This is an optimization exercise on Yosys and OpenROAD, whose aim is small area, a short achievable clock period and few clock cycles per item, not a production implementation. At most, simulation tests tie the RTL to the original design; equivalence was not proved. Only the layout flow was run in runs 2 and 5 to 7; the RTL was not checked for function there.

==> flow/design.v <==
module mod_exp(
    input clk,
    input rst,
    input start,
    input [31:0] base,
    input [31:0] exponent,
    input [31:0] modulus,
    output reg [31:0] result,
    output reg done
);
    reg [31:0] temp;
    reg [31:0] exp;
    reg [31:0] base_reg;  
    reg [4:0] bit_idx;
    reg [1:0] state;
    always @(posedge clk or posedge rst) begin
        if (rst) begin
            done <= 0;
            state <= 0;
            result <= 0;
        end else begin
            case (state)
                0: begin
                    if (start) begin
                        temp <= 1;
                        exp <= exponent;
                        base_reg <= base;  
                        bit_idx <= 0;
                        done <= 0;
                        state <= 1;
                    end
                end
                1: begin
                    if (exp[bit_idx]) begin
                        temp <= (temp * base_reg) % modulus;
                    end
                    base_reg <= (base_reg * base_reg) % modulus;  
                    if (bit_idx == 31) begin
                        result <= exp[bit_idx] ? (temp * base_reg) % modulus : temp;
                        done <= 1;
                        state <= 0;
                    end else begin
                        bit_idx <= bit_idx + 1;
                    end
                end
                default: state <= 0;
            endcase
        end
    end
endmodule
==> flow/run.sh <==
#!/bin/bash
# synth_recipe.tcl (not shown) runs the flow's synth.tcl, then flattens the netlist and writes it again
# the make line also repeats each setting of config.mk as NAME=value (left out here)
make -C /OpenROAD-flow-scripts/flow DESIGN_CONFIG=/design/flow/config.mk WORK_HOME=/design/flow/orfs CLKGATE_MAP_FILE= SYNTH_SCRIPT=/design/flow/synth_recipe.tcl finish
==> flow/config.mk <==
export PLATFORM = sky130hd
export DESIGN_NAME = mod_exp
export DESIGN_NICKNAME = mod_exp
export VERILOG_FILES = /design/flow/design.v
export SDC_FILE = /design/flow/constraint.sdc
export NUM_CORES = 4
export LEC_CHECK = 0
export CAP_MARGIN = 20
export CORE_MARGIN = 2
export CORE_UTILIZATION = 40
export SLEW_MARGIN = 20
==> flow/constraint.sdc <==
create_clock -name core_clock -period 95.0 [get_ports {clk}]
set_input_delay 19.0000 -clock core_clock [delete_from_list [all_inputs] [get_ports {clk}]]
set_output_delay 19.0000 -clock core_clock [all_outputs]
set_load 0.01 [all_outputs]
==> flow_metrics.py, run 1 <==
metrics = {
    "timing": {
        "fin_worst_skew_ns": 0.009957,
        "fmax_mhz": 10.97,
        "setup_viol": 0,
        "fin_crit_sh_pct": 95.99,
        "slew_headroom_pct": 19.97,
        "finalMaxSlewViolations": 0,
        "fin_crit_ns": 91.19,
        "hold_violations": 0,
        "worst_pin_slew_ns": 1.190,
    },
    "synth": {
        "synth_xor_area_share_pct": 7.764,
        "synth_edf_count": 101,
        "async_reset_ff_share_pct": 25.19,
        "yosysTopAreaCell": "ha_1",
        "synth-compound-area-share_pct": 22.88,
        "synth_cell_types": 118,
        "synth_fa_ha_area_share_pct": 33.62,
        "synth_cells": 12780,
        "yosysWarningCount": 1,
        "postSynthAreaPerCell_um2": 7.449,
        "synthMuxAreaShare_pct": 2.233,
        "synth_nets": 14960,
        "ys_seq_elements": 135,
        "synth_area_leaders": "ha_1 (17%), fa_1 (16%), nand2_1 (5.8%)",
        "synth.cell_area_mm2": 0.09516,
        "synthSimpleGateAreaFrac_pct": 22.14,
        "synth_top_family_by_area": "adder cells",
        "synthFlopType": "edfxtp_1",
        "yosysSeqAreaShare_pct": 4.081,
        "yosys.area.top_type_share_pct": 17.25,
    },
    "clocking": {
        "worstSkewPairLatency_ns": 0.43,
        "cts.sinks": 135,
        "htree_levels": 4,
        "cts_tree": "built",
        "cts_made_buffers": 17,
        "path_clk_slew_ns": 0.06,
        "root_buffer": "clkbuf_16",
        "cts_max_path_buffers": 2,
    },
    "setup_path": {
        "crit_type": "input pin to flop",
        "path_common_cell": "ha_1",
        "critPathCaptureType": "flop",
        "slowest_delay_ns": 0.66,
        "critPathMaxFanout": 35,
        "required_ns": 95.32,
        "crit_slowest_cell": "or4_4",
        "start_kind": "input pin",
        "crit_arrival_ns": 91.51,
    },
    "layout": {
        "layout_commonest_cell": "buf_4",
        "layout_common_cells": "buf_4 (1,975), nand2_1 (1,462), inv_1 (1,323)",
        "fill_cells": 23840,
        "syn2layout_area_growth_pct": 21.16,
        "final_core_util_pct": 48.61,
        "drive_gt1_share_pct": 17.38,
        "largestRegisters": "exp x32, result x32, temp x32",
        "finish.net_count": 16680,
    },
    "global_route": {
        "use_met2_pct": 50.12,
        "grt_pass1_vias": 97040,
        "grt_max_degree": 65,
        "overflow": 0,
        "top_usage_layer": "met2",
        "grt_pass1_wl_um": 570500,
        "track_usage_pct": 29.93,
        "met3_usage_pct": 3.495,
        "antenna_found_initial": 12,
        "use_met1_pct": 40.15,
    },
    "floorplanning": {
        "coreArea_mm2": 0.2372,
        "dieHeight_um": 491.8,
        "io_pins": 132,
        "initial_utilization_pct": 40.12,
        "design.die.area_mm2": 0.2418,
        "die_w_um": 491.8,
        "placementRows": 179,
    },
    "detailed_routing": {
        "vias": 100100,
        "routed_wl_um": 373600,
        "drtIter0Drc": 8243,
        "ant_nets": 0,
        "drc": 0,
        "vias_per_cell": 5.662,
        "first_pass_iters": 6,
        "wl_per_cell_um": 21.14,
    },
    "placed_design": {
        "port_buffers": 131,
        "dp_hpwl_um": 303800,
        "globalplace.congestion": 1.026,
    },
    "outcome": {
        "status": "no timing/DRC/antenna violations",
    },
    "worst_hold_path": {
        "hold_class": "flop to flop",
    },
    "run": {
        "cap_violations": 0,
    },
}
-- cell usage after synthesis, types with 91 or more instances --
cell type     n
ha_1       1312
inv_1      1344
mux2_2      106
o31ai_1     101
a31oi_1     161
a211oi_1     98
o21bai_1     91
nand2_1    1465
xor2_1      283
a21oi_1     876
edfxtp_1    101
or3_1       139
clkbuf_1    355
a21o_1      361
o21ai_0     614
nand4_1      93
and2_1      517
nor3_1      323
nand2b_1    117
fa_1        778
nor2_1     1079
nand3_1     231
o21a_1      286
nor2b_1     124
o211ai_1    110
xnor2_1     558
-- cell type report --
| type | count | area [um^2] | share of cell area, % |
|---|---|---|---|
| multi-input combinational | 10870 | 85230 | 73.92 |
| timing repair buffer | 2127 | 16540 | 14.35 |
| inverter | 1344 | 5057 | 4.386 |
| tap | 3167 | 3963 | 3.437 |
| sequential | 135 | 3885 | 3.370 |
| clock buffer | 17 | 425.4 | 0.3690 |
| clock inverter | 15 | 191.4 | 0.1660 |
| antenna | 2 | 5.005 | 0.004341 |
-- metrics by stage --
step | hold slack (ns) | setup TNS (ns) | cell area (um^2) | worst slack (ns) | instances
2_1_floorplan | 0.5100 | 0 | 95160 | 3.569 | 12780
3_3_place_gp | 0.4807 | 0 | 113800 | 0.3767 | 17620
3_5_place_dp | 0.4902 | -38.70 | 113800 | -0.9133 | 17620
4_1_cts | 0.5031 | 0 | 114400 | 0.05276 | 17660
5_1_grt | 0.5515 | -6.764 | 115300 | -0.2661 | 17680
6_report | 0.5054 | 0 | 115300 | 3.813 | 17680
-- final timing paths --
check	from	end	slack, ns	cells past startpoint
setup / recovery	modulus[6]	result[18]	3.81	316
hold / removal	result[21]	result[21]	0.51	2
setup reg to reg	base_reg[12]	base_reg[22]	15.74	354
hold reg to reg	result[21]	result[21]	0.51	2
max in group asynchronous	rst	state[0]	75.41	3
min in group asynchronous	rst	result[31]	19.20	3
-- layer usage --
| metal | share of wire (%) | up-vias |
|---|---|---|
| li1 | - | 48040 |
| met1 | 43 | 47840 |
| met2 | 46 | 3552 |
| met3 | 7.1 | 658 |
| met4 | 3.6 | 2 |
| met5 | 0.0032 | - |
-- kinds of logic after synthesis --
logic type                 count (synthesis)
AOI/OAI and AO/OA                       3317
xor gates and xnor gates                 842
adders and majority gates               2090
buffers and inverters                   1770
DFF                                      135
muxes                                    186
and+or+nand+nor                         4435
-- worst max-delay path: cells and delay by family --
kind / cells / cell delay [ns]
AOI/OAI and AO/OA: 171 / 39.23
and+or+nand+nor: 69 / 14.22
adders and majority gates: 31 / 9.58
buffers and inverters: 39 / 7.17
muxes: 6 / 2.07
-- repair_timing --
item	4_1_cts	5_1_grt
endpoints found under the setup margin	64	97
pin swaps	0	16
hold buffers	0	0
gates resized for setup	5	174
buffers inserted	0	18
Testbench counts, summed over its fixed seeds: cycles 10,560, ops 320.
==> inputs of run 2 (changes only) <==
==> flow/design.v (replaced) <==
module mod_exp(
    input clk,
    input rst,
    input start,
    input [31:0] base,
    input [31:0] exponent,
    input [31:0] modulus,
    output [31:0] result,
    output reg done
);
    localparam integer J1 = 2;               
    localparam integer J2 = 5;               
    localparam integer DW = 32 + J2 - J1;    
    reg        busy;
    reg        ph;        
    reg        indiv;     
    reg        tone;      
    reg [31:0] s, t, e, M;
    reg [DW-1:0] D;       
    reg [5:0]  L0;        
    reg [5:0]  lim;       
    assign result = t;
    wire tcp = ph && tone && !indiv;    
    wire [31:0] A = (ph && !tcp) ? t : s;
    wire [31:0] P = A * s;
    wire [31:0] x [0:J2];
    assign x[0] = A;
    genvar k;
    generate
        for (k = 1; k <= J2; k = k + 1) begin : g_step
            wire [31:0] xin = (k == J2 - J1 + 1) ? ((indiv || tcp) ? x[k-1] : P) : x[k-1];
            wire [DW-1:0] dk = D >> (k - 1);
            wire [DW:0] diff = {1'b0, {(DW-32){1'b0}}, xin} - {1'b0, dk};
            wire act = (lim >= k) && !diff[DW];
            assign x[k] = act ? diff[31:0] : xin;
        end
    endgenerate
    wire norm = !M[31];
    wire nz4 = (M[31:28] == 4'd0);
    wire [31:0] Mn = !busy ? modulus : norm ? (nz4 ? {M[27:0], 4'd0} : {M[30:0], 1'b0}) : M;
    wire fin = (lim <= J2);
    wire ehz = (e[31:1] == 31'd0);
    wire fin_all = (!ph && ehz) || (!norm && fin && ph && ehz);
    always @(posedge clk) begin
        M <= Mn;
        if (!busy || norm || fin)
            D <= {Mn, {(J2-J1){1'b0}}};
        else
            D <= D >> J2;
        if (!busy) begin
            s <= base;
            e <= exponent;
            ph <= exponent[0];
            indiv <= 1'b0;
            tone <= 1'b1;
            L0 <= 6'd1 + J2 - J1;
            lim <= 6'd1 + J2 - J1;
        end else if (!ph && ehz) begin
            t <= 32'd1;            
        end else if (norm) begin
            L0 <= L0 + (nz4 ? 6'd4 : 6'd1);
            lim <= L0 + (nz4 ? 6'd4 : 6'd1);
        end else begin
            if (ph) t <= x[J2]; else s <= x[J2];
            if (fin) begin
                lim <= L0;
                indiv <= 1'b0;
                if (!ph) begin
                    e <= e >> 1;
                    ph <= e[1];
                end else begin
                    ph <= 1'b0;
                    tone <= 1'b0;
                end
            end else begin
                lim <= lim - J2;
                indiv <= 1'b1;
            end
        end
    end
    always @(posedge clk or posedge rst) begin
        if (rst) begin
            busy <= 1'b0;
            done <= 1'b0;
        end else if (start) begin
            busy <= 1'b1;
            done <= 1'b0;
        end else if (busy && fin_all) begin
            busy <= 1'b0;
            done <= 1'b1;
        end
    end
endmodule
==> flow_metrics.py, run 2 <==
metrics = {
    "outcome": {
        "status": "complete, but fails checks",
        "so_faults": "antenna violations",
    },
    "timing": {
        "hold_violations": 0,
        "setup_viol": 0,
        "slew_headroom_pct": 24.54,
        "finalMaxSlewViolations": 0,
        "fin_crit_sh_pct": 21.63,
        "fmax_mhz": 48.67,
        "fin_setup_tns_ns": 0,
        "rsz0062_at_grt": "false",
        "fin_crit_ns": 20.55,
        "fin_worst_skew_ns": 0.04558,
        "setup_ws_ns": 74.45,
        "worst_pin_slew_ns": 1.125,
    },
    "synth": {
        "synth.cell_area_mm2": 0.03395,
        "synth_edf_count": 96,
        "synth_cells": 4035,
        "yosysTopAreaCell": "fa_1",
        "ys_seq_elements": 179,
        "yosysWarningCount": 1,
        "async_reset_ff_share_pct": 1.117,
        "synth_area_leaders": "fa_1 (24%), ha_1 (11%), edfxtp_1 (8.5%)",
        "yosys.area.top_type_share_pct": 24.35,
        "synthTopCellsByCount": "inv_1 (598), nand2_1 (588), fa_1 (413), ha_1 (289), nor2_1 (223)",
        "synth_cell_types": 88,
        "synthFlopType": "edfxtp_1",
        "yosysSeqAreaShare_pct": 13.41,
        "synth_nets": 4836,
        "synth.most_common_cell": "inv_1",
        "postSynthAreaPerCell_um2": 8.414,
    },
    "placed_design": {
        "globalplace.congestion": 0.9728,
        "post-place-cells": 5187,
        "dpl_cell_area_mm2": 0.03652,
        "dp_hpwl_um": 89480,
        "port_buffers": 131,
        "post-place-ws_ns": 74.98,
    },
    "setup_path": {
        "critPathMaxFanout": 4,
        "timing.rr.start": "tone",
        "crit_arrival_ns": 1.55,
        "required_ns": 76.00,
        "cp_num_buf_inv": 1,
        "reg2reg_slack_ns": 75.14,
        "start_kind": "flop",
        "cpLargestDelayFamily": "buffers and inverters",
        "crit_cells": 1,
        "r2r_end": "t[20]",
        "crit_type": "flop to output port",
        "critPathLaunch": "t[0]",
        "reg2reg_depth": 63,
        "path_cells": "clkdlybuf4s50_1",
        "crit_slowest_cell": "clkdlybuf4s50_1",
        "slowest_delay_ns": 0.61,
        "critPathCaptureType": "output port",
    },
    "clocking": {
        "cts_setup_buffers": 0,
        "path_clk_slew_ns": 0.11,
        "cts.sinks": 179,
        "cts_tree": "built",
        "htree_levels": 4,
        "cts_max_path_buffers": 2,
        "cts_hold_buffers": 0,
        "root_buffer": "clkbuf_16",
        "cts_made_buffers": 17,
        "worstSkewPairLatency_ns": 0.53,
        "cts_resized": 0,
    },
    "layout": {
        "fill_cells": 8455,
        "regMostFlops": "D",
        "layout_common_cells": "inv_1 (598), nand2_1 (588), fa_1 (413)",
        "drive_gt1_share_pct": 7.146,
        "syn2layout_area_growth_pct": 9.445,
        "multi_input_area_mm2": 0.02648,
        "final_area_mm2": 0.03716,
        "seq_area_mm2": 0.004559,
        "fin_cells": 5226,
        "largest_reg_flops": 35,
        "finish.net_count": 4874,
        "layout_commonest_cell": "inv_1",
    },
    "worst_hold_path": {
        "whs_endpoint": "L0[0]",
        "worstHoldStart": "L0[0]",
        "min_path_cells": 2,
        "hold_class": "flop to flop",
    },
    "floorplanning": {
        "io_pins": 132,
        "placementRows": 106,
        "design.die.area_mm2": 0.08723,
        "coreArea_mm2": 0.08382,
        "die_w_um": 295.3,
        "dieHeight_um": 295.3,
        "initial_utilization_pct": 40.50,
    },
    "global_route": {
        "grt_max_degree": 81,
        "overflow": 0,
        "grt_pass1_wl_um": 171900,
        "track_usage_pct": 26.15,
        "antenna_found_initial": 3,
        "grt_pass1_vias": 28100,
    },
    "detailed_routing": {
        "wl_per_cell_um": 21.38,
        "first_pass_iters": 6,
        "vias": 28660,
        "drtIter0Drc": 2309,
        "ant_nets": 1,
        "drc": 0,
        "vias_per_cell": 5.484,
        "routed_wl_um": 111700,
    },
    "run": {
        "cap_violations": 0,
    },
}
## run 2: changes by cell type after synthesis, moves of 365 or more
cell,delta
nor2_1,-856
nand2_1,-877
inv_1,-746
a21oi_1,-658
o21ai_0,-426
fa_1,-365
xnor2_1,-423
ha_1,-1023
## run 2: cell type report
cell class,count,share of cell area (%)
multi-input combinational,3078,71.27
clock buffer,20,1.317
inverter,599,6.051
sequential,179,12.27
antenna,6,0.04041
timing repair buffer,198,4.903
clock inverter,12,0.3300
tap,1134,3.818
## run 2: cells by family after synthesis
family / after synthesis / synth area share, %
flops: 179 / 13.41
mux: 208 / 6.899
xor+xnor: 202 / 5.462
compound gates: 781 / 14.65
simple gates: 1185 / 15.73
buf+inv: 778 / 8.845
fa+ha+maj: 702 / 35.00
## run 2: worst register-to-register path: cells and delay by family, from the launching register on
kind            cells  cell delay, ns
compound gates     36           10.34
buf+inv            10            2.91
simple gates        9            2.69
fa+ha+maj           6            1.88
mux                 2            1.31
flops               1            0.42
## run 2: worst max path at each step
stage | to | slack (ns)
after global routing | t[20] | 74.05
after floorplan | s[21] | 75.43
after detailed placement | s[24] | 74.98
after global placement | D[7] | 74.99
after CTS | result[0] | 74.41
final | result[0] | 74.45
## run 2: metrics by stage
step / hold WS, ns / util [%]
2_1_floorplan: 0.4540 / -
3_3_place_gp: 0.4699 / 43.56
3_5_place_dp: 0.4842 / 43.56
4_1_cts: 0.4963 / 44.29
5_1_grt: 0.5140 / 44.31
6_report: 0.4921 / 44.33
## run 2: metal layers
layer,share of wire (%),track usage [%]
met2,46,42.21
met4,3.2,8.233
met5,0.012,0
met1,44,36.18
met3,6.7,3.706
==> inputs of run 3 (changes only) <==
--- a/flow/design.v
+++ b/flow/design.v
@@ -23,5 +23,6 @@
     wire tcp = ph && tone && !indiv;    
     wire [31:0] A = (ph && !tcp) ? t : s;
-    wire [31:0] P = A * s;
+    wire [31:0] P;
+    booth32 u_mul(.a(A), .b(s), .p(P));
     wire [31:0] x [0:J2];
     assign x[0] = A;
@@ -92,2 +93,21 @@
     end
 endmodule
+module booth32(input [31:0] a, input [31:0] b, output [31:0] p);
+  wire [32:0] bb = {b, 1'b0};
+  wire [31:0] rows [0:15];
+  wire [31:0] negv;
+  genvar i;
+  generate for (i = 0; i < 16; i = i + 1) begin : g
+    wire b0 = bb[2*i], b1 = bb[2*i+1], b2 = bb[2*i+2];
+    wire neg = b2 & ~(b1 & b0);
+    wire one = b1 ^ b0;
+    wire two = (b2 & ~b1 & ~b0) | (~b2 & b1 & b0);
+    wire [32:0] a2 = {a, 1'b0};
+    wire [31:0] mag = ({32{one}} & a) | ({32{two}} & a2[31:0]);
+    wire [31:0] r = (mag ^ {32{neg}});
+    assign rows[i] = r << (2*i);
+    assign negv[2*i] = neg;
+    assign negv[2*i+1] = 1'b0;
+  end endgenerate
+  assign p = rows[0] + rows[1] + rows[2] + rows[3] + rows[4] + rows[5] + rows[6] + rows[7] + rows[8] + rows[9] + rows[10] + rows[11] + rows[12] + rows[13] + rows[14] + rows[15] + negv;
+endmodule
==> flow_metrics.py, run 3 <==
metrics = {
    "timing": {
        "holdWs_ns": 0.4957,
        "fin_worst_skew_ns": 0.02202,
        "hold_violations": 0,
        "rsz0062_at_grt": "false",
        "fin_crit_sh_pct": 21.53,
        "fmax_mhz": 48.89,
        "fin_crit_ns": 20.45,
        "finalMaxSlewViolations": 0,
        "worst_pin_slew_ns": 1.064,
        "fin_setup_tns_ns": 0,
        "setup_viol": 0,
        "slew_headroom_pct": 27.01,
    },
    "synth": {
        "postSynthAreaPerCell_um2": 8.436,
        "yosysWarningCount": 2,
        "synth.cell_area_mm2": 0.03103,
        "synth_cells": 3678,
        "synth.most_common_cell": "ha_1",
        "yosysSeqAreaShare_pct": 14.68,
        "yosysTopAreaCell": "fa_1",
        "ys_seq_elements": 179,
        "synthFlopType": "edfxtp_1",
        "synth_edf_count": 96,
        "synth_nets": 4250,
        "yosys.area.top_type_share_pct": 12.39,
        "synth_area_leaders": "fa_1 (12%), ha_1 (11%), edfxtp_1 (9.3%)",
        "async_reset_ff_share_pct": 1.117,
        "synth_cell_types": 96,
        "synthTopCellsByCount": "ha_1 (281), xnor2_1 (271), inv_1 (246), nor2_1 (245), a22oi_1 (243)",
    },
    "layout": {
        "finish.net_count": 4245,
        "drive_gt1_share_pct": 7.406,
        "regMostFlops": "D",
        "layout_commonest_cell": "ha_1",
        "layout_common_cells": "ha_1 (281), xnor2_1 (271), inv_1 (246)",
        "diodes": 0,
        "largest_reg_flops": 35,
        "syn2layout_area_growth_pct": 9.565,
        "fill_cells": 7786,
    },
    "setup_path": {
        "cpLargestDelayFamily": "buffers and inverters",
        "required_ns": 76.00,
        "critPathLaunch": "t[6]",
        "critPathMaxFanout": 2,
        "critPathCaptureType": "output port",
        "slowest_delay_ns": 0.62,
        "timing.rr.start": "ph",
        "crit_slowest_cell": "clkdlybuf4s50_1",
        "crit_arrival_ns": 1.45,
        "path_cells": "clkdlybuf4s50_1",
        "cp_num_buf_inv": 1,
        "start_kind": "flop",
        "crit_type": "flop to output port",
    },
    "clocking": {
        "cts_resized": 0,
        "cts_made_buffers": 17,
        "path_clk_slew_ns": 0.09,
        "root_buffer": "clkbuf_16",
        "cts_hold_buffers": 0,
        "cts.sinks": 179,
        "cts_max_path_buffers": 2,
        "worstSkewPairLatency_ns": 0.48,
        "cts_tree": "built",
        "cts_setup_buffers": 0,
        "htree_levels": 4,
    },
    "floorplanning": {
        "coreArea_mm2": 0.07708,
        "initial_utilization_pct": 40.25,
        "design.die.area_mm2": 0.07981,
        "io_pins": 132,
        "dieHeight_um": 282.5,
        "die_w_um": 282.5,
        "placementRows": 102,
    },
    "detailed_routing": {
        "ant_nets": 0,
        "routed_wl_um": 112500,
        "drtIter0Drc": 2698,
        "drc": 0,
        "vias": 28520,
        "wl_per_cell_um": 23.79,
        "first_pass_iters": 6,
        "vias_per_cell": 6.034,
    },
    "global_route": {
        "track_usage_pct": 27.89,
        "overflow": 0,
        "grt_max_degree": 64,
        "grt_pass1_vias": 27460,
        "antenna_found_initial": 0,
        "grt_pass1_wl_um": 168600,
    },
    "placed_design": {
        "dp_hpwl_um": 85130,
        "globalplace.congestion": 0.9861,
        "port_buffers": 131,
    },
    "worst_hold_path": {
        "worstHoldStart": "L0[0]",
        "hold_class": "flop to flop",
    },
    "outcome": {
        "status": "no timing/DRC/antenna violations",
    },
    "run": {
        "cap_violations": 0,
    },
}
run 3: cells by family (layout without fill, tap and decap cells):
logic type	count (synthesis)	after routing	share of synthesized area, %
DFF	179	179	14.68
xor gates and xnor gates	413	413	11.79
adders and majority gates	473	473	23.72
buffers and inverters	471	479	5.908
muxes	198	198	6.944
and+or+nand+nor	800	800	12.12
AOI/OAI and AO/OA	1144	1144	24.84
run 3: worst paths after layout:
path / endpoint / slack [ns] / cells past startpoint
worst min-delay path: L0[0] / 0.50 / 2
min in group asynchronous: done / 18.68 / 2
max in group asynchronous: busy / 76.20 / 2
worst min register to register: L0[0] / 0.50 / 2
worst max register to register: s[1] / 75.55 / 57
worst max-delay path: result[6] / 74.55 / 1
run 3: area by class of cell:
type	count	area [um^2]	share of cell area, %
inverter	249	934.6	2.749
sequential	179	4559	13.41
multi-input combinational	3028	24780	72.88
timing repair buffer	198	1814	5.337
tap	1040	1301	3.828
clock inverter	14	181.4	0.5337
clock buffer	18	429.2	1.262
run 3: per-stage QoR:
| stage | util, % | worst slack (ns) | area [um^2] | cells |
|---|---|---|---|---|
| 2_1_floorplan | - | 75.46 | 31030 | 3678 |
| 3_3_place_gp | 43.31 | 75.00 | 33380 | 4694 |
| 3_5_place_dp | 43.31 | 75.00 | 33380 | 4694 |
| 4_1_cts | 44.10 | 74.53 | 34000 | 4726 |
| 5_1_grt | 44.10 | 74.52 | 34000 | 4726 |
| 6_report | 44.10 | 74.55 | 34000 | 4726 |
run 3: per-layer routing:
metal / routed length [um] / track usage (%)
met5: 0 / 0
met4: 5405 / 12.26
met3: 7729 / 3.576
met2: 52840 / 46.52
met1: 46480 / 36.05
Testbench counts of run 3, summed over its fixed seeds: cycles 32,174, ops 320.
==> inputs of run 4 (changes only) <==
--- a/flow/design.v
+++ b/flow/design.v
@@ -9,5 +9,5 @@
     output reg done
 );
-    localparam integer J1 = 2;               
+    localparam integer J1 = 3;               
     localparam integer J2 = 5;               
     localparam integer DW = 32 + J2 - J1;    
--- a/flow/config.mk
+++ b/flow/config.mk
@@ -6,4 +6,5 @@
 export NUM_CORES = 4
 export LEC_CHECK = 0
+export ABC_AREA = 1
 export CAP_MARGIN = 20
 export CORE_MARGIN = 2
==> flow_metrics.py, run 4 <==
metrics = {
    "outcome": {
        "status": "no timing/DRC/antenna violations",
    },
    "synth": {
        "async_reset_ff_share_pct": 1.124,
        "synth_area_leaders": "fa_1 (13%), nand2_1 (12%), ha_1 (11%)",
        "synth_edf_count": 96,
        "synthTopCellsByCount": "nand2_1 (986), inv_1 (597), xor2_1 (325), ha_1 (279), o21ai_0 (262)",
        "synth_cell_types": 59,
        "yosysTopAreaCell": "fa_1",
        "synth_cells": 4325,
        "yosysWarningCount": 2,
        "ys_seq_elements": 178,
        "synth_nets": 4895,
        "synth.cell_area_mm2": 0.03041,
        "yosysSeqAreaShare_pct": 14.91,
        "yosys.area.top_type_share_pct": 12.64,
        "postSynthAreaPerCell_um2": 7.031,
        "synth.most_common_cell": "nand2_1",
        "synthFlopType": "edfxtp_1",
    },
    "clocking": {
        "root_buffer": "clkbuf_16",
        "htree_levels": 4,
        "cts_setup_buffers": 0,
        "cts_max_path_buffers": 2,
        "cts_tree": "built",
        "cts_resized": 0,
        "cts.sinks": 178,
        "path_clk_slew_ns": 0.09,
        "cts_made_buffers": 17,
        "cts_hold_buffers": 0,
        "worstSkewPairLatency_ns": 0.46,
    },
    "timing": {
        "fin_crit_sh_pct": 21.50,
        "setup_viol": 0,
        "setup_ws_ns": 74.57,
        "fmax_mhz": 48.95,
        "hold_violations": 0,
        "rsz0062_at_grt": "false",
        "holdWs_ns": 0.4782,
        "fin_crit_ns": 20.43,
        "fin_setup_tns_ns": 0,
        "finalMaxSlewViolations": 0,
        "worst_pin_slew_ns": 1.162,
        "slew_headroom_pct": 21.72,
        "fin_worst_skew_ns": 0.01843,
    },
    "global_route": {
        "grt_pass1_wl_um": 175100,
        "overflow": 0,
        "grt_max_degree": 78,
        "grt_pass1_vias": 28740,
        "track_usage_pct": 29.43,
        "antenna_found_initial": 1,
    },
    "placed_design": {
        "post-place-ws_ns": 74.96,
        "port_buffers": 131,
        "globalplace.congestion": 0.9953,
        "dp_hpwl_um": 90160,
    },
    "setup_path": {
        "start_kind": "flop",
        "timing.rr.start": "ph",
        "crit_cells": 1,
        "crit_slowest_cell": "clkdlybuf4s50_1",
        "r2r_end": "t[31]",
        "crit_type": "flop to output port",
        "crit_end": "result[20]",
        "path_cells": "clkdlybuf4s50_1",
        "critPathCaptureType": "output port",
        "cpLargestDelayFamily": "buffers and inverters",
        "required_ns": 76.00,
        "reg2reg_depth": 81,
        "slowest_delay_ns": 0.59,
        "critPathLaunch": "t[20]",
        "crit_arrival_ns": 1.43,
        "cp_num_buf_inv": 1,
        "critPathMaxFanout": 2,
        "reg2reg_slack_ns": 75.02,
    },
    "layout": {
        "fill_cells": 8063,
        "syn2layout_area_growth_pct": 9.838,
        "layout_commonest_cell": "nand2_1",
        "regMostFlops": "D",
        "finish.net_count": 4932,
        "largest_reg_flops": 34,
        "diodes": 0,
        "layout_common_cells": "nand2_1 (986), inv_1 (596), xor2_1 (325)",
        "drive_gt1_share_pct": 3.794,
    },
    "worst_hold_path": {
        "worstHoldStart": "L0[5]",
        "hold_class": "flop to flop",
    },
    "floorplanning": {
        "design.die.area_mm2": 0.07824,
        "placementRows": 101,
        "coreArea_mm2": 0.07557,
        "dieHeight_um": 279.7,
        "die_w_um": 279.7,
        "io_pins": 132,
        "initial_utilization_pct": 40.24,
    },
    "detailed_routing": {
        "vias": 30220,
        "vias_per_cell": 5.645,
        "ant_nets": 0,
        "drtIter0Drc": 2784,
        "drc": 0,
        "routed_wl_um": 116300,
        "first_pass_iters": 6,
        "wl_per_cell_um": 21.72,
    },
    "run": {
        "cap_violations": 0,
    },
}
[run 4: cell count changes after synthesis, moves of 86 or more]
cell,previous run,this run
a21o_1,101,13
a22oi_1,243,2
inv_1,246,597
mux2_2,101,1
mux2i_1,90,4
nand2_1,235,986
nand3_1,43,195
o22ai_1,9,233
xnor2_1,271,91
xor2_1,139,325
[run 4: worst min path at each step]
stage	slack [ns]	depth (start not counted)	endpoint
4_1_cts	0.48	2	L0[5]
3_3_place_gp	0.45	2	L0[5]
2_1_floorplan	0.44	2	L0[5]
6_report	0.48	2	L0[5]
3_5_place_dp	0.46	2	L0[5]
5_1_grt	0.52	2	L0[2]
[run 4: cell type report]
class | instances | area [um^2] | area share (%)
clock inverter | 15 | 201.4 | 0.6031
clock buffer | 17 | 425.4 | 1.274
multi-input combinational | 3342 | 22830 | 68.35
inverter | 624 | 2344 | 7.016
sequential | 178 | 4536 | 13.58
timing repair buffer | 199 | 1842 | 5.514
tap | 978 | 1224 | 3.664
[run 4: cells by family (layout without fill, tap and decap cells)]
logic type	after synthesis	in the layout	share of synthesized area, %
compound gates	954	954	18.25
xor+xnor	417	417	12.06
fa+ha+maj	471	471	24.12
buf+inv	805	855	10.18
flops	178	178	14.91
mux	5	5	0.1687
simple gates	1495	1495	20.32
[run 4: through the flow]
stage | util (%) | instances | cell area, um^2
after global routing | 44.20 | 5353 | 33400
after CTS | 44.16 | 5352 | 33370
final | 44.20 | 5353 | 33400
after detailed placement | 43.33 | 5320 | 32750
after floorplan | - | 4325 | 30410
after global placement | 43.33 | 5320 | 32750
[run 4: per-layer routing]
metal	track usage, %	part of all wire, %
met3	3.428	7.0
met1	39.31	43
met2	47.74	45
met4	13.19	5.1
met5	0	0.0077
Testbench counts of run 4, summed over its fixed seeds: cycles 30,693, ops 320.
==> inputs of run 5 (changes only) <==
--- a/flow/design.v
+++ b/flow/design.v
@@ -10,5 +10,5 @@
 );
     localparam integer J1 = 3;               
-    localparam integer J2 = 5;               
+    localparam integer J2 = 6;               
     localparam integer DW = 32 + J2 - J1;    
     reg        busy;
==> flow/flow/run.sh (new file) <==
#!/bin/bash
# The standard layout, with timing repair aimed at a 20.2 ns cycle
# (the design's 95 ns clock less a 74.8 ns setup margin) instead of 95 ns.
set -euo pipefail
bash standard.sh SETUP_SLACK_MARGIN=74.8 finish > standard_flow.log 2>&1
==> flow/standard.sh (new file) <==
#!/bin/bash
# synth_recipe.tcl (not shown) runs the flow's synth.tcl, then flattens the netlist and writes it again
# the make line also repeats each setting of config.mk as NAME=value (left out here)
make -C /OpenROAD-flow-scripts/flow DESIGN_CONFIG=/design/flow/config.mk WORK_HOME=/design/flow/orfs CLKGATE_MAP_FILE= SYNTH_SCRIPT=/design/flow/synth_recipe.tcl "${@:-finish}"
--- a/flow/config.mk
+++ b/flow/config.mk
@@ -6,5 +6,4 @@
 export NUM_CORES = 4
 export LEC_CHECK = 0
-export ABC_AREA = 1
 export CAP_MARGIN = 20
 export CORE_MARGIN = 2
removed: flow/run.sh
==> flow_metrics.py, run 5 <==
metrics = {
    "outcome": {
        "status": "no timing/DRC/antenna violations",
    },
    "setup_path": {
        "critPathMaxFanout": 2,
        "required_ns": 76.00,
        "path_cells": "clkdlybuf4s15_1",
        "cp_num_buf_inv": 1,
        "slowest_delay_ns": 0.46,
        "crit_type": "flop to output port",
        "cpLargestDelayFamily": "flip-flops",
        "critPathCaptureType": "output port",
        "crit_slowest_cell": "edfxtp_1",
        "crit_arrival_ns": 1.18,
        "start_kind": "flop",
    },
    "floorplanning": {
        "placementRows": 104,
        "die_w_um": 288.0,
        "coreArea_mm2": 0.08016,
        "design.die.area_mm2": 0.08295,
        "io_pins": 132,
        "initial_utilization_pct": 40.25,
        "dieHeight_um": 288.0,
    },
    "layout": {
        "layout_commonest_cell": "xnor2_1",
        "fin_cells": 4957,
        "final_core_util_pct": 44.53,
        "drive_gt1_share_pct": 10.22,
        "syn2layout_area_growth_pct": 10.63,
        "final_area_mm2": 0.03569,
        "finish.net_count": 4483,
        "largest_reg_flops": 35,
        "regMostFlops": "D",
        "layout_common_cells": "xnor2_1 (313), ha_1 (309), a21oi_1 (271)",
    },
    "global_route": {
        "overflow": 0,
        "antenna_found_initial": 3,
        "grt_max_degree": 85,
        "grt_pass1_wl_um": 177600,
        "track_usage_pct": 28.31,
        "grt_pass1_vias": 28570,
    },
    "detailed_routing": {
        "first_pass_iters": 6,
        "vias_per_cell": 6.037,
        "wl_per_cell_um": 24.17,
        "routed_wl_um": 119800,
        "vias": 29930,
        "drc": 0,
        "ant_nets": 0,
        "drtIter0Drc": 2752,
    },
    "timing": {
        "holdWs_ns": 0.4859,
        "slew_headroom_pct": 25.44,
        "hold_violations": 0,
        "fin_worst_skew_ns": 0.02326,
        "fin_crit_ns": 20.18,
        "setup_ws_ns": 74.82,
        "fin_crit_sh_pct": 21.24,
        "fmax_mhz": 49.55,
        "rsz0062_at_grt": "false",
        "finalMaxSlewViolations": 0,
        "fin_setup_tns_ns": 0,
        "setup_viol": 0,
        "worst_pin_slew_ns": 1.118,
    },
    "synth": {
        "synth_cells": 3845,
        "synth_edf_count": 96,
        "ys_seq_elements": 179,
        "yosysWarningCount": 2,
        "synthTopCellsByCount": "xnor2_1 (313), ha_1 (309), a21oi_1 (275), inv_1 (261), nand2_1 (252)",
        "yosysSeqAreaShare_pct": 14.12,
        "synth_nets": 4446,
        "synth.cell_area_mm2": 0.03226,
        "synth_area_leaders": "ha_1 (12%), fa_1 (12%), edfxtp_1 (8.9%)",
        "synth.most_common_cell": "xnor2_1",
        "synth_cell_types": 87,
        "yosys.area.top_type_share_pct": 11.98,
        "yosysTopAreaCell": "ha_1",
        "async_reset_ff_share_pct": 1.117,
        "synthFlopType": "edfxtp_1",
        "postSynthAreaPerCell_um2": 8.391,
    },
    "placed_design": {
        "post-place-cells": 4882,
        "post-place-ws_ns": 73.75,
        "dpl_cell_area_mm2": 0.03466,
        "port_buffers": 131,
        "globalplace.congestion": 0.9982,
        "dp_hpwl_um": 91390,
    },
    "clocking": {
        "cts_tree": "built",
        "cts_max_path_buffers": 2,
        "path_clk_slew_ns": 0.08,
        "cts_hold_buffers": 0,
        "worstSkewPairLatency_ns": 0.47,
        "htree_levels": 4,
        "cts.sinks": 179,
        "root_buffer": "clkbuf_16",
        "cts_made_buffers": 17,
    },
    "run": {
        "cap_violations": 0,
    },
    "worst_hold_path": {
        "hold_class": "flop to flop",
    },
}
==> run 5: kinds of logic after synthesis <==
kind of cell / share of synthesized area [%]
AOI/OAI and AO/OA: 23.95
and+or+nand+nor: 11.51
adders and majority gates: 23.96
buffers and inverters: 5.867
xor gates and xnor gates: 12.34
muxes: 8.256
DFF: 14.12
==> run 5: timing repair <==
action	CTS	global route
gates resized for setup	99	34
endpoints found under the setup margin	97	77
pin swaps	3	5
setup buffers	24	14
cloned	1	2
==> run 5: worst paths after layout <==
path / startpoint / end / cells past startpoint / slack [ns]
worst max-delay path: t[8] / result[8] / 1 / 74.82
worst min-delay path: D[14] / D[8] / 1 / 0.49
worst max register to register: tone / t[0] / 75 / 75.91
worst min register to register: D[14] / D[8] / 1 / 0.49
max in group asynchronous: rst / busy / 2 / 76.18
min in group asynchronous: rst / done / 2 / 18.69
==> run 5: layout make-up <==
type	count	area [um^2]
Tap cell	1060	1326
Antenna cell	2	5.005
Multi-Input combinational cell	3181	26120
Fill cell	8179	44460
Sequential cell	179	4559
Clock buffer	17	425.4
Inverter	262	983.4
Timing Repair Buffer	241	2081
Clock inverter	15	198.9
==> run 5: metal layers <==
layer  up-vias  part of all wire, %  GRT usage, %
met2      1280                   46         45.79
met5         -                    0             0
met1     14490                   41         36.68
li1      13890                    -             -
met3       269                  8.1         4.818
met4         0                  5.3         13.34
==> inputs of run 6 (changes only) <==
--- a/flow/design.v
+++ b/flow/design.v
@@ -9,6 +9,6 @@
     output reg done
 );
-    localparam integer J1 = 3;               
-    localparam integer J2 = 6;               
+    localparam integer J1 = 4;               
+    localparam integer J2 = 7;               
     localparam integer DW = 32 + J2 - J1;    
     reg        busy;
--- a/flow/config.mk
+++ b/flow/config.mk
@@ -6,4 +6,5 @@
 export NUM_CORES = 4
 export LEC_CHECK = 0
+export ABC_AREA = 1
 export CAP_MARGIN = 20
 export CORE_MARGIN = 2
==> flow_metrics.py, run 6 <==
metrics = {
    "outcome": {
        "status": "no timing/DRC/antenna violations",
    },
    "layout": {
        "layout_commonest_cell": "nand2_1",
        "layout_common_cells": "nand2_1 (1,121), inv_1 (602), xor2_1 (364)",
        "regMostFlops": "D",
        "fin_cells": 6071,
        "drive_gt1_share_pct": 8.160,
        "largest_reg_flops": 35,
        "finish.net_count": 5608,
        "syn2layout_area_growth_pct": 14.72,
        "fill_cells": 8571,
    },
    "global_route": {
        "antenna_found_initial": 1,
        "grt_pass1_vias": 32930,
        "track_usage_pct": 29.57,
        "overflow": 0,
        "grt_max_degree": 73,
        "grt_pass1_wl_um": 194900,
    },
    "synth": {
        "synth.cell_area_mm2": 0.03350,
        "synth_area_leaders": "nand2_1 (13%), ha_1 (13%), fa_1 (12%)",
        "yosysSeqAreaShare_pct": 13.60,
        "synth_cell_types": 58,
        "synth_cells": 4841,
        "synth.most_common_cell": "nand2_1",
        "synth_nets": 5474,
        "synth_edf_count": 96,
        "yosysTopAreaCell": "nand2_1",
        "synthFlopType": "edfxtp_1",
        "synthTopCellsByCount": "nand2_1 (1,144), inv_1 (606), o21ai_0 (369), xor2_1 (364), ha_1 (340)",
        "postSynthAreaPerCell_um2": 6.919,
        "yosysWarningCount": 2,
        "ys_seq_elements": 179,
        "async_reset_ff_share_pct": 1.117,
        "yosys.area.top_type_share_pct": 12.82,
    },
    "setup_path": {
        "crit_arrival_ns": 1.18,
        "cp_num_buf_inv": 1,
        "crit_slowest_cell": "edfxtp_1",
        "start_kind": "flop",
        "required_ns": 76.00,
        "critPathCaptureType": "output port",
        "critPathMaxFanout": 2,
        "path_cells": "clkdlybuf4s15_2",
        "crit_type": "flop to output port",
        "cpLargestDelayFamily": "flip-flops",
        "slowest_delay_ns": 0.45,
    },
    "detailed_routing": {
        "first_pass_iters": 6,
        "vias": 34650,
        "vias_per_cell": 5.708,
        "ant_nets": 0,
        "wl_per_cell_um": 21.75,
        "drtIter0Drc": 3447,
        "drc": 0,
        "routed_wl_um": 132000,
    },
    "timing": {
        "fin_setup_tns_ns": 0,
        "fin_crit_ns": 20.18,
        "fin_crit_sh_pct": 21.24,
        "fmax_mhz": 49.56,
        "slew_headroom_pct": 31.93,
        "worst_pin_slew_ns": 1.020,
        "fin_worst_skew_ns": 0.02324,
        "setup_viol": 0,
        "finalMaxSlewViolations": 0,
        "rsz0062_at_grt": "true",
        "hold_violations": 0,
    },
    "placed_design": {
        "dp_hpwl_um": 100100,
        "post-place-cells": 5943,
        "port_buffers": 131,
        "globalplace.congestion": 0.9691,
    },
    "clocking": {
        "htree_levels": 4,
        "cts_max_path_buffers": 2,
        "root_buffer": "clkbuf_16",
        "path_clk_slew_ns": 0.07,
        "cts.sinks": 179,
        "worstSkewPairLatency_ns": 0.47,
        "cts_tree": "built",
        "cts_made_buffers": 17,
    },
    "run": {
        "cap_violations": 0,
    },
    "floorplanning": {
        "coreArea_mm2": 0.08329,
        "design.die.area_mm2": 0.08607,
        "initial_utilization_pct": 40.22,
        "placementRows": 106,
        "dieHeight_um": 293.4,
        "io_pins": 132,
        "die_w_um": 293.4,
    },
    "worst_hold_path": {
        "hold_class": "flop to flop",
    },
}
run 6: routing by layer:
| metal | track usage (%) | up-vias | routed length (um) |
|---|---|---|---|
| met5 | 0 | - | 15 |
| met4 | 12.77 | 2 | 5997 |
| met3 | 4.327 | 297 | 10780 |
| met2 | 49.14 | 1529 | 61270 |
| met1 | 38.13 | 16380 | 53960 |
| li1 | - | 16450 | - |
run 6: cells by family (layout without fill, tap and decap cells):
group                    after synthesis  in the layout  synth area share, %
AND/OR/NAND/NOR                     1698           1708                20.84
other                                  0              3                    0
XOR/XNOR                             482            482                12.60
flip-flops                           179            179                13.60
AO/OA/AOI/OAI                       1120           1120                19.05
buffers and inverters                819            956                9.346
multiplexers                           9              9               0.2764
adder cells (fa/ha/maj)              534            534                24.29
run 6: per-stage QoR:
stage                     instance area [um^2]  worst slack (ns)  util (%)  hold slack, ns
after floorplan                          33500             75.43         -          0.4492
after global placement                   36030             70.33     43.26          0.4639
after detailed placement                 36030             69.81     43.26          0.4761
after CTS                                37250             74.80     44.72          0.4860
after global routing                     38420             74.63     46.13          0.5026
final                                    38430             74.82     46.14          0.4850
run 6: timing repair:
| action | in CTS | in global routing |
|---|---|---|
| setup buffers | 26 | 48 |
| gates cloned | 10 | 8 |
| hold buffers | 0 | 0 |
| setup endpoints to repair | 97 | 65 |
| resized for setup | 205 | 186 |
| pin swaps | 12 | 46 |
run 6: cell type report:
| class | instances | area [um^2] | share of cell area (%) |
|---|---|---|---|
| timing repair buffer | 290 | 2791 | 7.264 |
| antenna | 3 | 7.507 | 0.01954 |
| clock buffer | 18 | 429.2 | 1.117 |
| timing repair inverter | 1 | 6.256 | 0.01628 |
| multi-input combinational | 3853 | 26730 | 69.57 |
| inverter | 633 | 2400 | 6.245 |
| tap | 1080 | 1351 | 3.516 |
| clock inverter | 14 | 151.4 | 0.3940 |
| sequential | 179 | 4557 | 11.86 |
run 6: path summary, 6_finish.rpt:
| check | slack (ns) | depth (start not counted) | end | startpoint |
|---|---|---|---|---|
| hold reg to reg | 0.48 | 2 | L0[2] | L0[2] |
| max in group asynchronous | 76.20 | 2 | busy | rst |
| min in group asynchronous | 18.68 | 2 | done | rst |
| setup / recovery | 74.82 | 1 | result[11] | t[11] |
| hold / removal | 0.48 | 2 | L0[2] | L0[2] |
| setup reg to reg | 75.95 | 120 | s[31] | ph |
==> inputs of run 7 (changes only) <==
--- a/flow/design.v
+++ b/flow/design.v
@@ -9,6 +9,6 @@
     output reg done
 );
-    localparam integer J1 = 4;               
-    localparam integer J2 = 7;               
+    localparam integer J1 = 5;               
+    localparam integer J2 = 8;               
     localparam integer DW = 32 + J2 - J1;    
     reg        busy;
@@ -31,8 +31,5 @@
         for (k = 1; k <= J2; k = k + 1) begin : g_step
             wire [31:0] xin = (k == J2 - J1 + 1) ? ((indiv || tcp) ? x[k-1] : P) : x[k-1];
-            wire [DW-1:0] dk = D >> (k - 1);
-            wire [DW:0] diff = {1'b0, {(DW-32){1'b0}}, xin} - {1'b0, dk};
-            wire act = (lim >= k) && !diff[DW];
-            assign x[k] = act ? diff[31:0] : xin;
+            csub #(.DW(DW)) u_cs(.x(xin), .d(D >> (k - 1)), .en(lim >= k), .y(x[k]));
         end
     endgenerate
@@ -112,2 +109,32 @@
   assign p = rows[0] + rows[1] + rows[2] + rows[3] + rows[4] + rows[5] + rows[6] + rows[7] + rows[8] + rows[9] + rows[10] + rows[11] + rows[12] + rows[13] + rows[14] + rows[15] + negv;
 endmodule
+module csub #(parameter DW = 35) (input [31:0] x, input [DW-1:0] d, input en, output [31:0] y);
+  reg [31:0] g, p, G, P, c;
+  integer l, i, j;
+  always @* begin
+    for (i = 0; i < 32; i = i + 1) begin
+      g[i] = x[i] & ~d[i];
+      p[i] = x[i] ^ ~d[i];
+    end
+    G = g; P = p;
+    G[0] = g[0] | p[0];    
+    for (l = 0; l < 5; l = l + 1)
+      for (i = 0; i < 32; i = i + 1)
+        if (((i + 1) % (2 << l)) == 0) begin
+          j = i - (1 << l);
+          G[i] = G[i] | (P[i] & G[j]);
+          P[i] = P[i] & P[j];
+        end
+    for (l = 3; l >= 0; l = l - 1)
+      for (i = 0; i < 32; i = i + 1)
+        if (((i + 1) % (2 << l)) == (1 << l) && i >= (2 << l)) begin
+          j = i - (1 << l);
+          G[i] = G[i] | (P[i] & G[j]);
+          P[i] = P[i] & P[j];
+        end
+    c[0] = 1'b1;
+    for (i = 1; i < 32; i = i + 1) c[i] = G[i-1];
+  end
+  wire ge = G[31] & ~(|d[DW-1:32]) & en;
+  assign y = ge ? (p ^ c) : x;
+endmodule
==> flow_metrics.py, run 7 <==
metrics = {
    "outcome": {
        "status": "no timing/DRC/antenna violations",
    },
    "detailed_routing": {
        "ant_nets": 0,
        "drtIter0Drc": 3968,
        "first_pass_iters": 7,
        "vias": 34960,
        "routed_wl_um": 144000,
        "drc": 0,
        "wl_per_cell_um": 24.06,
        "vias_per_cell": 5.841,
    },
    "setup_path": {
        "r2r_end": "s[12]",
        "slowest_delay_ns": 0.45,
        "critPathMaxFanout": 8,
        "timing.rr.start": "ph",
        "crit_slowest_cell": "fa_1",
        "cpLargestDelayFamily": "compound AO/OA/AOI/OAI gates",
        "reg2reg_depth": 138,
        "cp_num_buf_inv": 44,
        "crit_type": "flop to flop",
        "critPathCaptureType": "flop",
        "reg2reg_slack_ns": 74.39,
        "required_ns": 95.23,
        "path_common_cell": "buf_4",
        "crit_arrival_ns": 20.84,
        "start_kind": "flop",
    },
    "global_route": {
        "grt_pass1_vias": 33780,
        "antenna_found_initial": 1,
        "track_usage_pct": 32.16,
        "grt_max_degree": 76,
        "overflow": 0,
        "grt_pass1_wl_um": 208200,
    },
    "floorplanning": {
        "placementRows": 106,
        "dieHeight_um": 294.7,
        "coreArea_mm2": 0.08369,
        "initial_utilization_pct": 40.38,
        "design.die.area_mm2": 0.08683,
        "io_pins": 132,
        "die_w_um": 294.7,
    },
    "clocking": {
        "htree_levels": 4,
        "cts_made_buffers": 17,
        "worstSkewPairLatency_ns": 0.47,
        "path_clk_slew_ns": 0.08,
        "cts_tree": "built",
        "root_buffer": "clkbuf_16",
        "cts_max_path_buffers": 2,
        "cts.sinks": 179,
    },
    "synth": {
        "synth_edf_count": 96,
        "yosysWarningCount": 3,
        "yosysTopAreaCell": "fa_1",
        "async_reset_ff_share_pct": 1.117,
        "synth.most_common_cell": "nand2_1",
        "synth_cells": 4480,
        "synthTopCellsByCount": "nand2_1 (986), inv_1 (631), ha_1 (361), xor2_1 (337), fa_1 (311)",
        "synth_nets": 5251,
        "yosysSeqAreaShare_pct": 13.48,
        "synth.cell_area_mm2": 0.03379,
        "synth_cell_types": 67,
        "synth_area_leaders": "fa_1 (18%), ha_1 (13%), nand2_1 (11%)",
        "yosys.area.top_type_share_pct": 18.42,
        "ys_seq_elements": 179,
        "postSynthAreaPerCell_um2": 7.544,
        "synthFlopType": "edfxtp_1",
    },
    "timing": {
        "fmax_mhz": 48.53,
        "finalMaxSlewViolations": 0,
        "rsz0062_at_grt": "true",
        "fin_crit_ns": 20.61,
        "setup_viol": 0,
        "fin_crit_sh_pct": 21.69,
        "fin_setup_tns_ns": 0,
        "worst_pin_slew_ns": 1.036,
        "fin_worst_skew_ns": 0.01923,
        "slew_headroom_pct": 30.85,
        "hold_violations": 0,
    },
    "layout": {
        "layout_common_cells": "nand2_1 (860), inv_1 (593), xor2_1 (336)",
        "layout_commonest_cell": "nand2_1",
        "regMostFlops": "D",
        "largest_reg_flops": 35,
        "drive_gt1_share_pct": 19.60,
        "final_area_mm2": 0.04281,
        "syn2layout_area_growth_pct": 26.69,
        "finish.net_count": 5609,
        "diodes": 0,
    },
    "placed_design": {
        "dp_hpwl_um": 99180,
        "globalplace.congestion": 0.9624,
        "port_buffers": 131,
        "dpl_cell_area_mm2": 0.03669,
    },
    "worst_hold_path": {
        "hold_class": "flop to flop",
        "whs_endpoint": "L0[0]",
        "worstHoldStart": "L0[0]",
        "min_path_cells": 2,
    },
    "run": {
        "cap_violations": 0,
    },
}
==> run 7: layout make-up <==
cell class / count / area (um^2)
timing repair buffer: 501 / 4812
fill: 7959 / 40870
timing repair inverter: 3 / 35.03
inverter: 659 / 2582
clock inverter: 15 / 178.9
sequential: 179 / 4566
multi-input combinational: 3477 / 28800
tap: 1134 / 1419
clock buffer: 17 / 425.4
==> run 7: timing repair <==
action,in CTS,in global routing
gates resized for setup,463,257
cloned,45,5
pin swaps,142,110
setup endpoints to repair,97,70
buffers inserted,191,86
hold buffers,0,0
==> run 7: stage by stage <==
step,std cells,setup WS (ns),hold WS [ns],util (%)
final,5985,74.39,0.4915,51.16
after detailed placement,5623,68.50,0.4820,43.84
after CTS,5891,74.80,0.4941,48.99
after floorplan,4480,74.76,0.4584,-
after global routing,5985,73.33,0.5220,51.16
after global placement,5623,69.20,0.4715,43.84
==> run 7: logic make-up (layout without fill, tap and decap cells) <==
kind of cell / after synthesis / after routing / synth area share [%]
xor+xnor: 391 / 391 / 10.13
mux: 2 / 2 / 0.06294
compound gates: 879 / 879 / 15.71
flops: 179 / 179 / 13.48
buf+inv: 855 / 1195 / 9.748
fa+ha+maj: 672 / 672 / 31.79
simple gates: 1502 / 1533 / 19.09
==> run 7: how the worst max path moves through the flow <==
stage,from,end,slack (ns),cells after the start
floorplan,ph,s[14],74.76,152
global placement,ph,s[3],69.20,138
detailed placement,ph,s[14],68.50,138
CTS,ph,s[28],74.80,146
global route,ph,s[9],73.33,145
finish,ph,s[12],74.39,138
==> run 7: worst min-delay path, cell delays in order (launching register included) <==
cell and delay (ns):
dfxtp_1 0.33, nand2_1 0.06, a21oi_1 0.05
==> run 7: layer usage <==
metal  vias up  wire length [um]  global-route usage (%)
met5         -                12                       0
met4         2             10840                   20.27
met3       520             13770                   5.701
met2      2010             64590                   51.27
met1     16800             54770                   40.27
li1      15620                 -                       -
==> inputs of run 8 (changes only) <==
--- a/flow/design.v
+++ b/flow/design.v
@@ -9,6 +9,6 @@
     output reg done
 );
-    localparam integer J1 = 5;               
-    localparam integer J2 = 8;               
+    localparam integer J1 = 4;               
+    localparam integer J2 = 7;               
     localparam integer DW = 32 + J2 - J1;    
     reg        busy;
==> flow_metrics.py, run 8 <==
metrics = {
    "timing": {
        "worst_pin_slew_ns": 1.204,
        "finalMaxSlewViolations": 0,
        "hold_violations": 0,
        "fin_crit_ns": 20.18,
        "setup_viol": 0,
        "slew_headroom_pct": 19.10,
        "fin_crit_sh_pct": 21.24,
        "rsz0062_at_grt": "false",
        "fin_setup_tns_ns": 0,
        "fin_worst_skew_ns": 0.009135,
        "fmax_mhz": 49.55,
    },
    "detailed_routing": {
        "ant_nets": 0,
        "drc": 0,
        "vias": 31070,
        "wl_per_cell_um": 23.04,
        "vias_per_cell": 5.715,
        "first_pass_iters": 6,
        "drtIter0Drc": 3302,
        "routed_wl_um": 125200,
    },
    "clocking": {
        "root_buffer": "clkbuf_16",
        "cts_tree": "built",
        "cts_hold_buffers": 0,
        "cts_made_buffers": 17,
        "path_clk_slew_ns": 0.08,
        "cts.sinks": 179,
        "worstSkewPairLatency_ns": 0.46,
        "cts_max_path_buffers": 2,
        "htree_levels": 4,
    },
    "setup_path": {
        "cpLargestDelayFamily": "flip-flops",
        "critPathCaptureType": "output port",
        "crit_type": "flop to output port",
        "slowest_delay_ns": 0.46,
        "critPathMaxFanout": 2,
        "r2r_end": "s[13]",
        "crit_slowest_cell": "edfxtp_1",
        "timing.rr.start": "ph",
        "reg2reg_slack_ns": 75.92,
        "cp_num_buf_inv": 1,
        "reg2reg_depth": 119,
        "start_kind": "flop",
        "required_ns": 76.00,
        "path_cells": "clkdlybuf4s15_2",
        "crit_arrival_ns": 1.18,
    },
    "floorplanning": {
        "io_pins": 132,
        "dieHeight_um": 286.7,
        "coreArea_mm2": 0.07900,
        "design.die.area_mm2": 0.08219,
        "initial_utilization_pct": 40.46,
        "placementRows": 103,
        "die_w_um": 286.7,
    },
    "worst_hold_path": {
        "min_path_cells": 2,
        "hold_class": "flop to flop",
        "whs_endpoint": "L0[5]",
        "worstHoldStart": "L0[5]",
    },
    "synth": {
        "async_reset_ff_share_pct": 1.117,
        "synthTopCellsByCount": "nand2_1 (937), inv_1 (578), ha_1 (335), xor2_1 (318), fa_1 (297)",
        "synthFlopType": "edfxtp_1",
        "yosysSeqAreaShare_pct": 14.25,
        "synth_cells": 4212,
        "synth_edf_count": 96,
        "postSynthAreaPerCell_um2": 7.589,
        "synth_cell_types": 60,
        "yosysTopAreaCell": "fa_1",
        "yosys.area.top_type_share_pct": 18.60,
        "yosysWarningCount": 3,
        "ys_seq_elements": 179,
        "synth_nets": 4943,
        "synth_area_leaders": "fa_1 (19%), ha_1 (13%), nand2_1 (11%)",
        "synth.cell_area_mm2": 0.03197,
        "synth.most_common_cell": "nand2_1",
    },
    "global_route": {
        "grt_pass1_vias": 29620,
        "antenna_found_initial": 2,
        "grt_pass1_wl_um": 180600,
        "use_met2_pct": 47.45,
        "grt_max_degree": 75,
        "overflow": 0,
        "met3_usage_pct": 3.879,
        "top_usage_layer": "met2",
        "track_usage_pct": 29.19,
        "use_met1_pct": 37.99,
    },
    "placed_design": {
        "dp_hpwl_um": 93520,
        "globalplace.congestion": 0.9987,
        "port_buffers": 131,
        "post-place-cells": 5275,
    },
    "layout": {
        "drive_gt1_share_pct": 9.532,
        "layout_common_cells": "nand2_1 (908), inv_1 (570), ha_1 (328)",
        "regMostFlops": "D",
        "largest_reg_flops": 35,
        "layout_commonest_cell": "nand2_1",
        "finish.net_count": 5103,
        "fin_cells": 5436,
        "syn2layout_area_growth_pct": 15.67,
        "final_core_util_pct": 46.81,
    },
    "run": {
        "cap_violations": 0,
    },
    "outcome": {
        "status": "no timing/DRC/antenna violations",
    },
}
==> run 8: cell types whose count changed after synthesis, sizes merged, moves of 14 or more <==
cell / delta
o21ai: -16
xor2: -19
nand2: -64
fa: -14
nand3: -30
ha: -26
inv: -58
==> run 8: how the worst max path moves through the flow <==
stage	start	end	cells after the start
2_1_floorplan	modulus[20]	D[23]	3
3_3_place_gp	ph	s[17]	133
3_5_place_dp	ph	s[11]	135
4_1_cts	indiv	s[11]	135
5_1_grt	ph	s[13]	135
6_report	t[31]	result[31]	1
==> run 8: layer usage <==
layer | vias up | wire length (um) | part of all wire, %
li1 | 14330 | - | -
met1 | 14740 | 49150 | 39
met2 | 1636 | 56900 | 45
met3 | 357 | 11740 | 9.4
met4 | 0 | 7451 | 5.9
met5 | - | 0 | 0
==> run 8: cell type report <==
cell class	count	area, um^2
Timing Repair Buffer	313	3022
Fill cell	7872	42020
Tap cell	1050	1314
Timing Repair inverter	5	32.53
Sequential cell	179	4558
Clock buffer	17	425.4
Multi-Input combinational cell	3254	25160
Antenna cell	1	2.502
Clock inverter	15	168.9
Inverter	602	2292
==> run 8: stage by stage <==
step           hold WS, ns  worst slack [ns]  instance area [um^2]
2_1_floorplan       0.4558             75.42                 31970
3_3_place_gp        0.4727             71.26                 34370
3_5_place_dp        0.4802             70.77                 34370
4_1_cts             0.4933             74.78                 35390
5_1_grt             0.5197             74.68                 36970
6_report            0.4912             74.82                 36980
==> run 8: what timing repair did <==
item,CTS,global route
pin swaps,5,39
buffers inserted,30,70
gates resized for setup,145,180
endpoints found under the setup margin,97,70
hold endpoints to repair,0,0
cloned,8,19
==> run 8: cell families after synthesis <==
kind of cell               share of synthesized area (%)
adders and majority gates                          31.71
buffers and inverters                              9.539
xor gates and xnor gates                           10.44
muxes                                            0.06263
AOI/OAI and AO/OA                                  15.81
and+or+nand+nor                                    18.19
DFF                                                14.25
Testbench counts of run 8, summed over its fixed seeds: cycles 25,883, ops 320.
==> inputs of run 9 (changes only) <==
--- a/flow/config.mk
+++ b/flow/config.mk
@@ -9,4 +9,5 @@
 export CAP_MARGIN = 20
 export CORE_MARGIN = 2
-export CORE_UTILIZATION = 40
+export CORE_UTILIZATION = 60
+export PLACE_DENSITY = 0.68
 export SLEW_MARGIN = 20
==> flow_metrics.py, run 9 <==
metrics = {
    "outcome": {
        "status": "no timing/DRC/antenna violations",
    },
    "synth": {
        "synth_nets": 4943,
        "synth_cell_types": 60,
        "yosysSeqAreaShare_pct": 14.25,
        "synth_area_leaders": "fa_1 (19%), ha_1 (13%), nand2_1 (11%)",
        "yosysWarningCount": 3,
        "yosysTopAreaCell": "fa_1",
        "yosys.area.top_type_share_pct": 18.60,
        "synth_edf_count": 96,
        "synth.cell_area_mm2": 0.03197,
        "synth.most_common_cell": "nand2_1",
        "synthTopCellsByCount": "nand2_1 (937), inv_1 (578), ha_1 (335), xor2_1 (318), fa_1 (297)",
        "ys_seq_elements": 179,
        "postSynthAreaPerCell_um2": 7.589,
    },
    "setup_path": {
        "crit_type": "flop to output port",
        "crit_arrival_ns": 1.19,
        "start_kind": "flop",
        "slowest_delay_ns": 0.47,
        "cp_num_buf_inv": 1,
        "path_cells": "clkdlybuf4s15_2",
        "cpLargestDelayFamily": "flip-flops",
        "crit_slowest_cell": "edfxtp_1",
    },
    "timing": {
        "worst_pin_slew_ns": 1.084,
        "fin_crit_ns": 20.19,
        "fin_worst_skew_ns": 0.01344,
        "fin_setup_tns_ns": 0,
        "rsz0062_at_grt": "false",
        "fmax_mhz": 49.52,
        "hold_violations": 0,
        "fin_crit_sh_pct": 21.26,
    },
    "run": {
        "cap_violations": 0,
    },
    "global_route": {
        "overflow": 0,
        "track_usage_pct": 42.96,
        "grt_pass1_wl_um": 179500,
        "grt_max_degree": 74,
        "antenna_found_initial": 0,
    },
    "clocking": {
        "cts_max_path_buffers": 2,
        "path_clk_slew_ns": 0.07,
        "cts.sinks": 179,
        "cts_hold_buffers": 0,
        "cts_made_buffers": 17,
        "cts_tree": "built",
        "htree_levels": 4,
    },
    "floorplanning": {
        "initial_utilization_pct": 60.71,
        "placementRows": 84,
        "io_pins": 132,
        "dieHeight_um": 234.8,
        "coreArea_mm2": 0.05266,
    },
    "layout": {
        "diodes": 0,
        "layout_commonest_cell": "nand2_1",
        "layout_common_cells": "nand2_1 (921), inv_1 (572), ha_1 (327)",
        "multi_input_area_mm2": 0.02515,
        "drive_gt1_share_pct": 8.643,
        "largest_reg_flops": 35,
        "regMostFlops": "D",
        "finish.net_count": 5080,
        "syn2layout_area_growth_pct": 13.20,
    },
    "detailed_routing": {
        "drtIter0Drc": 3713,
        "vias": 31460,
        "routed_wl_um": 121700,
        "vias_per_cell": 6.230,
        "wl_per_cell_um": 24.11,
        "drc": 0,
    },
    "placed_design": {
        "port_buffers": 131,
        "dp_hpwl_um": 90070,
        "globalplace.congestion": 1.027,
    },
    "worst_hold_path": {
        "hold_class": "flop to flop",
    },
}
## run 9: cell count changes in the layout (fill, tap and decap cells not counted), moves of 4 or more
cell / change
clkbuf_16: -7
buf_2: -8
nand2_2: -7
nand2_4: -6
clkdlybuf4s15_1: +4
nand2_1: +13
clkinvlp_4: -6
o21ai_2: +4
buf_4: -17
## run 9: final timing paths
check | start | to | slack (ns) | cells past startpoint
setup reg to reg | indiv | s[12] | 75.67 | 125
min in group asynchronous | rst | done | 18.67 | 2
max in group asynchronous | rst | busy | 76.21 | 2
hold / removal | L0[0] | L0[0] | 0.48 | 2
hold reg to reg | L0[0] | L0[0] | 0.48 | 2
setup / recovery | t[7] | result[7] | 74.81 | 1
## run 9: logic make-up (layout without fill, tap and decap cells)
| group | after synthesis | after routing | share of synthesized area (%) |
|---|---|---|---|
| xor gates and xnor gates | 381 | 381 | 10.44 |
| AOI/OAI and AO/OA | 843 | 844 | 15.81 |
| DFF | 179 | 179 | 14.25 |
| buffers and inverters | 790 | 927 | 9.539 |
| muxes | 2 | 2 | 0.06263 |
| and+or+nand+nor | 1385 | 1397 | 18.19 |
| adders and majority gates | 632 | 632 | 31.71 |
## run 9: what timing repair did
action	CTS	global route
pin swaps	5	42
gates resized for setup	131	145
hold endpoints to repair	0	0
setup endpoints to repair	97	75
setup buffers	36	46
gates cloned	10	10
## run 9: layout make-up
cell class | instances | share of cell area [%]
sequential | 179 | 12.59
inverter | 602 | 6.307
tap | 688 | 2.379
timing repair buffer | 290 | 7.534
multi-input combinational | 3256 | 69.49
clock buffer | 17 | 1.176
clock inverter | 15 | 0.4702
timing repair inverter | 3 | 0.04841
## run 9: layer usage
layer	part of all wire [%]	vias up	track usage, %
li1	-	14290	-
met1	37	14780	54.67
met2	44	1912	66.41
met3	11	475	8.647
met4	8.2	0	28.40
met5	0	-	0
## run 9: metrics by stage
step | util (%) | std cells | setup slack, ns | hold slack (ns) | area [um^2]
floorplan | - | 4212 | 75.42 | 0.4558 | 31970
global placement | 64.40 | 4914 | 71.39 | 0.4752 | 33910
detailed placement | 64.40 | 4914 | 70.94 | 0.4786 | 33910
CTS | 66.69 | 4992 | 74.80 | 0.4902 | 35110
global route | 68.72 | 5050 | 74.60 | 0.5258 | 36190
finish | 68.72 | 5050 | 74.81 | 0.4841 | 36190

## separate check: timing with driven ports
The flow's constraints put no driver on any port. The routed layouts listed below were extracted and timed again, unchanged, in two steps.
Step 1, drivers: a clkbuf_16 drives clk and a buf_2 each remaining input, both assumed.
Step 2, shift: input delay + t, output delay - t, t = (earliest + latest rising clock arrival at the registers) / 2. This alone moves slack from input paths to output paths.
Slacks: ideal / step 1 / step 2; pairs: ideal / step 1.
run | t, ns | setup slack, ns | hold WS [ns] | cell pins on the clock port's net
run 1 | 0.468 | 3.813 / 3.800 / 3.332 | 0.505 / 0.505 / 0.505 | 1
run 2 | 0.573 | 74.454 / 74.387 / 74.950 | 0.492 / 0.492 / 0.492 | 1
run 3 | 0.524 | 74.547 / 74.492 / 74.984 | 0.496 / 0.496 / 0.496 | 1
run 4 | 0.506 | 74.571 / 74.520 / 74.953 | 0.478 / 0.478 / 0.478 | 1
run 5 | 0.510 | 74.820 / 74.768 / 74.860 | 0.486 / 0.486 / 0.486 | 1
run 6 | 0.516 | 74.821 / 74.768 / 74.844 | 0.485 / 0.485 / 0.485 | 1
run 7 | 0.510 | 74.392 / 74.392 / 74.392 | 0.491 / 0.491 / 0.491 | 1
run 8 | 0.510 | 74.820 / 74.768 / 74.855 | 0.491 / 0.491 / 0.491 | 1
run 9 | 0.522 | 74.805 / 74.747 / 74.889 | 0.484 / 0.484 / 0.484 | 1
The setup slack of run 1, which loses most, moves by -0.013 ns with the drivers and by -0.481 ns with both steps.
